Context: an optimization exercise on an open-source flow, tuned for small area, a short achievable clock period and few clock cycles per item. The choices shown serve that exercise and are no tape-out recipe. RTL that was checked went through simulation tests only; none was proved equivalent to the original. Power is estimated from default activity; no workload was simulated.

## v6
==> flow/design.v <==
module CompDiv(
	input [31:0] Divisor_input,
	input [31:0] Dividend_input,
	input run,
	input rst,
	input clk,
	output ready,
	output [31:0] Quotient_output,
	output [31:0] Remainder_output
	);
	reg al1, al2, it, done;
	wire idle = ~(al1 | al2 | it | done);
	reg [4:0] cnt;
	reg [31:0] R, Q, D;
	assign ready = done;
	assign Quotient_output = Q;
	assign Remainder_output = R;
	wire [31:0] diff;
	wire ge;
	SubBK sub(.a(R), .b(D), .d(diff), .nb(ge));
	wire [5:0] za, zb;
	Clz32 clza(.x(R), .z(za));
	Clz32 clzb(.x(D), .z(zb));
	wire [4:0] d = zb[4:0] - za[4:0];
	wire d0 = zb[4:0] == za[4:0];
	wire b0 = ~|D;
	wire [4:0] amt = it ? 5'd31 : cnt;
	wire [31:0] s0 = amt[0] ? {D[30:0], D[31]} : D;
	wire [31:0] s1 = amt[1] ? {s0[29:0], s0[31:30]} : s0;
	wire [31:0] s2 = amt[2] ? {s1[27:0], s1[31:28]} : s1;
	wire [31:0] s3 = amt[3] ? {s2[23:0], s2[31:24]} : s2;
	wire [31:0] s4 = amt[4] ? {s3[15:0], s3[31:16]} : s3;
	always @(posedge clk or posedge rst) begin
		if (rst) begin
			al1 <= 1'b0;
			al2 <= 1'b0;
			it <= 1'b0;
			done <= 1'b0;
		end else begin
			al1 <= idle & run;
			al2 <= al1 & ge & ~b0 & ~d0;
			it <= (al1 & ge & ~b0 & d0) | al2 | (it & (cnt != 5'd0));
			done <= done | (al1 & (~ge | b0)) | (it & (cnt == 5'd0));
		end
	end
	always @(posedge clk) begin
		if (idle) D <= Divisor_input;
		else D <= s4;
		if (idle) cnt <= 5'd0;
		else if (al1) cnt <= d;
		else if (it) cnt <= cnt - 5'd1;
		if (idle) R <= Dividend_input;
		else if (it & ge) R <= diff;
		if (al1) Q <= {32{b0}};
		else if (it) Q <= {Q[30:0], ge};
	end
endmodule
module Clz32(input [31:0] x, output [5:0] z);
	wire [4:0] zh, zl;
	Clz16 h(.x(x[31:16]), .z(zh));
	Clz16 l(.x(x[15:0]), .z(zl));
	assign z = zh[4] ? (zl[4] ? 6'd32 : {2'b01, zl[3:0]}) : {2'b00, zh[3:0]};
endmodule
module Clz16(input [15:0] x, output [4:0] z);
	wire [3:0] zh, zl;
	Clz8 h(.x(x[15:8]), .z(zh));
	Clz8 l(.x(x[7:0]), .z(zl));
	assign z = zh[3] ? (zl[3] ? 5'd16 : {2'b01, zl[2:0]}) : {2'b00, zh[2:0]};
endmodule
module Clz8(input [7:0] x, output [3:0] z);
	wire [2:0] zh, zl;
	Clz4 h(.x(x[7:4]), .z(zh));
	Clz4 l(.x(x[3:0]), .z(zl));
	assign z = zh[2] ? (zl[2] ? 4'd8 : {2'b01, zl[1:0]}) : {2'b00, zh[1:0]};
endmodule
module Clz4(input [3:0] x, output [2:0] z);
	assign z[2] = ~|x;
	assign z[1] = ~|x[3:2] & |x[1:0];
	assign z[0] = (~x[3] & x[2]) | (~x[3] & ~x[2] & ~x[1] & x[0]);
endmodule
module SubBK(input [31:0] a, input [31:0] b, output [31:0] d, output nb);
	wire [31:0] p = ~(a ^ b);
	wire [31:0] g0 = a & ~b;
	wire [31:0] gi = {g0[31:1], g0[0] | p[0]};
	wire [31:0] g [0:9];
	wire [31:0] q [0:9];
	assign g[0] = gi;
	assign q[0] = p;
	genvar l, i;
	generate
		for (l = 0; l < 5; l = l + 1) begin : up
			for (i = 0; i < 32; i = i + 1) begin : b
				if ((i + 1) % (2 << l) == 0) begin : n
					assign g[l+1][i] = g[l][i] | (q[l][i] & g[l][i - (1 << l)]);
					assign q[l+1][i] = q[l][i] & q[l][i - (1 << l)];
				end else begin : t
					assign g[l+1][i] = g[l][i];
					assign q[l+1][i] = q[l][i];
				end
			end
		end
		for (l = 3; l >= 0; l = l - 1) begin : dn
			for (i = 0; i < 32; i = i + 1) begin : b
				if ((i + 1) % (2 << l) == (1 << l) && i >= (2 << l)) begin : n
					assign g[9-l][i] = g[8-l][i] | (q[8-l][i] & g[8-l][i - (1 << l)]);
					assign q[9-l][i] = q[8-l][i] & q[8-l][i - (1 << l)];
				end else begin : t
					assign g[9-l][i] = g[8-l][i];
					assign q[9-l][i] = q[8-l][i];
				end
			end
		end
	endgenerate
	wire [31:0] c = {g[9][30:0], 1'b1};
	assign d = p ^ c;
	assign nb = g[9][31];
endmodule
export LEC_CHECK = 0
export CAP_MARGIN = 20
export CORE_MARGIN = 2
export CORE_UTILIZATION = 60
export SLEW_MARGIN = 20
create_clock -name core_clock -period 10.0 [get_ports {clk}]
standard.sh (not shown) runs the stock make flow with config.mk's settings and CLKGATE_MAP_FILE= SYNTH_SCRIPT=/design/flow/synth_recipe.tcl, a recipe that flattens the netlist after the stock synthesis.
==> flow/flow/run.sh <==
#!/bin/bash
# The standard layout (standard.sh, unchanged synthesis) with these optimisation knobs:
#  - port buffers are buf_1 cells (buffer_ports' own pick is a larger delay cell)
#  - optional: sizing may change a cell's footprint (FOOTPRINT=0)
# standard.sh's output goes to standard.log here; ORFS's own logs stay under orfs/logs.
export SETUP_SLACK_MARGIN=7
export BUFFER_PORTS_ARGS="-buffer_cell sky130_fd_sc_hd__buf_1"
bash standard.sh MATCH_CELL_FOOTPRINT=0 finish > standard.log 2>&1
Inputs modified between v6 and v7:
--- a/flow/design.v
+++ b/flow/design.v
@@ -22,16 +22,21 @@
 	Clz32 clza(.x(R), .z(za));
 	Clz32 clzb(.x(D), .z(zb));
 	wire [4:0] d = zb[4:0] - za[4:0];
 	wire d0 = zb[4:0] == za[4:0];
 	wire b0 = ~|D;
-	wire [4:0] amt = it ? 5'd31 : cnt;
-	wire [31:0] s0 = amt[0] ? {D[30:0], D[31]} : D;
-	wire [31:0] s1 = amt[1] ? {s0[29:0], s0[31:30]} : s0;
-	wire [31:0] s2 = amt[2] ? {s1[27:0], s1[31:28]} : s1;
-	wire [31:0] s3 = amt[3] ? {s2[23:0], s2[31:24]} : s2;
-	wire [31:0] s4 = amt[4] ? {s3[15:0], s3[31:16]} : s3;
+	wire [31:0] s0 = cnt[0] ? {D[30:0], 1'b0} : D;
+	wire [31:0] s1 = cnt[1] ? {s0[29:0], 2'b0} : s0;
+	wire [31:0] s2 = cnt[2] ? {s1[27:0], 4'b0} : s1;
+	wire [31:0] s3 = cnt[3] ? {s2[23:0], 8'b0} : s2;
+	wire [31:0] s4 = cnt[4] ? {s3[15:0], 16'b0} : s3;
+	wire r_ld = idle;
+	wire r_sub = it & ge;
+	wire r_keep = ~(r_ld | r_sub);
+	wire [31:0] R_next = ({32{r_ld}} & Dividend_input) | ({32{r_sub}} & diff) | ({32{r_keep}} & R);
+	wire q_keep = ~(al1 | it);
+	wire [31:0] Q_next = ({32{al1 & b0}}) | ({32{it}} & {Q[30:0], ge}) | ({32{q_keep}} & Q);
 	always @(posedge clk or posedge rst) begin
 		if (rst) begin
 			al1 <= 1'b0;
 			al2 <= 1'b0;
 			it <= 1'b0;
@@ -43,18 +48,17 @@
 			done <= done | (al1 & (~ge | b0)) | (it & (cnt == 5'd0));
 		end
 	end
 	always @(posedge clk) begin
 		if (idle) D <= Divisor_input;
+		else if (it) D <= {1'b0, D[31:1]};
 		else D <= s4;
 		if (idle) cnt <= 5'd0;
 		else if (al1) cnt <= d;
 		else if (it) cnt <= cnt - 5'd1;
-		if (idle) R <= Dividend_input;
-		else if (it & ge) R <= diff;
-		if (al1) Q <= {32{b0}};
-		else if (it) Q <= {Q[30:0], ge};
+		R <= R_next;
+		Q <= Q_next;
 	end
 endmodule
 module Clz32(input [31:0] x, output [5:0] z);
 	wire [4:0] zh, zl;
 	Clz16 h(.x(x[31:16]), .z(zh));
[summary]
- In the metrics for v7 and v6, the one carrying the higher multi-input combinational cell count is v6.
- Row count, v7 and v6: higher on v6
- v6 -> v7: initial antenna violation count delta 0, exact match
- Diff v6 -> v7: worst slew margin relative to its limit rose 14 points, fraction of the mapped netlist area in compound gates has increased.
- As of v7, fmax had fallen by a few percent compared to v6.
- Fraction of power consumed by sequential logic down 2.5 points in v7 wrt v6
- Total negative slack: v7 vs v6 identical
- Going from v6 to v7, overall power of the completed layout grows by about 4.5%.
- Setup slack: v7 less than v6
- NOTE average wire per cell in the routed design v6->v7 increased by more than 10%
- Power share of the combinational group: v7 > v6
Testbench counts of v7, summed over its fixed seeds: cycles 19,444, items 2,400.
Only the layout flow was run in v6; the RTL was not checked for function there.

-- what the ideal ports hide --
Ports are ideal in the flow. The routed layouts listed here were re-timed in OpenROAD. Step 1 (the two cells are an assumption about what drives the block):
set clk [get_ports {clk}]
set_driving_cell -lib_cell sky130_fd_sc_hd__clkbuf_16 $clk
set_driving_cell -lib_cell sky130_fd_sc_hd__buf_2 [delete_from_list [all_inputs] $clk]
Step 2 times the ports against the registers' clock, not the clock port: input delays grow and output delays shrink by t, the midpoint of the rising clock arrivals with the driver on. a / b / c = no drivers / after step 1 / after step 2; a / b = the first two.
run	t, ns	setup WS [ns]	worst setup path after step 2	worst register clock-pin slew, ns	worst data-port slew with drivers (ns)
v6	0.400	6.979 / 6.937 / 7.044	register to register	0.08 / 0.08	0.04
v7	0.408	6.873 / 6.873 / 6.873	register to register	0.09 / 0.09	0.05
After both steps every run listed still meets setup and hold.
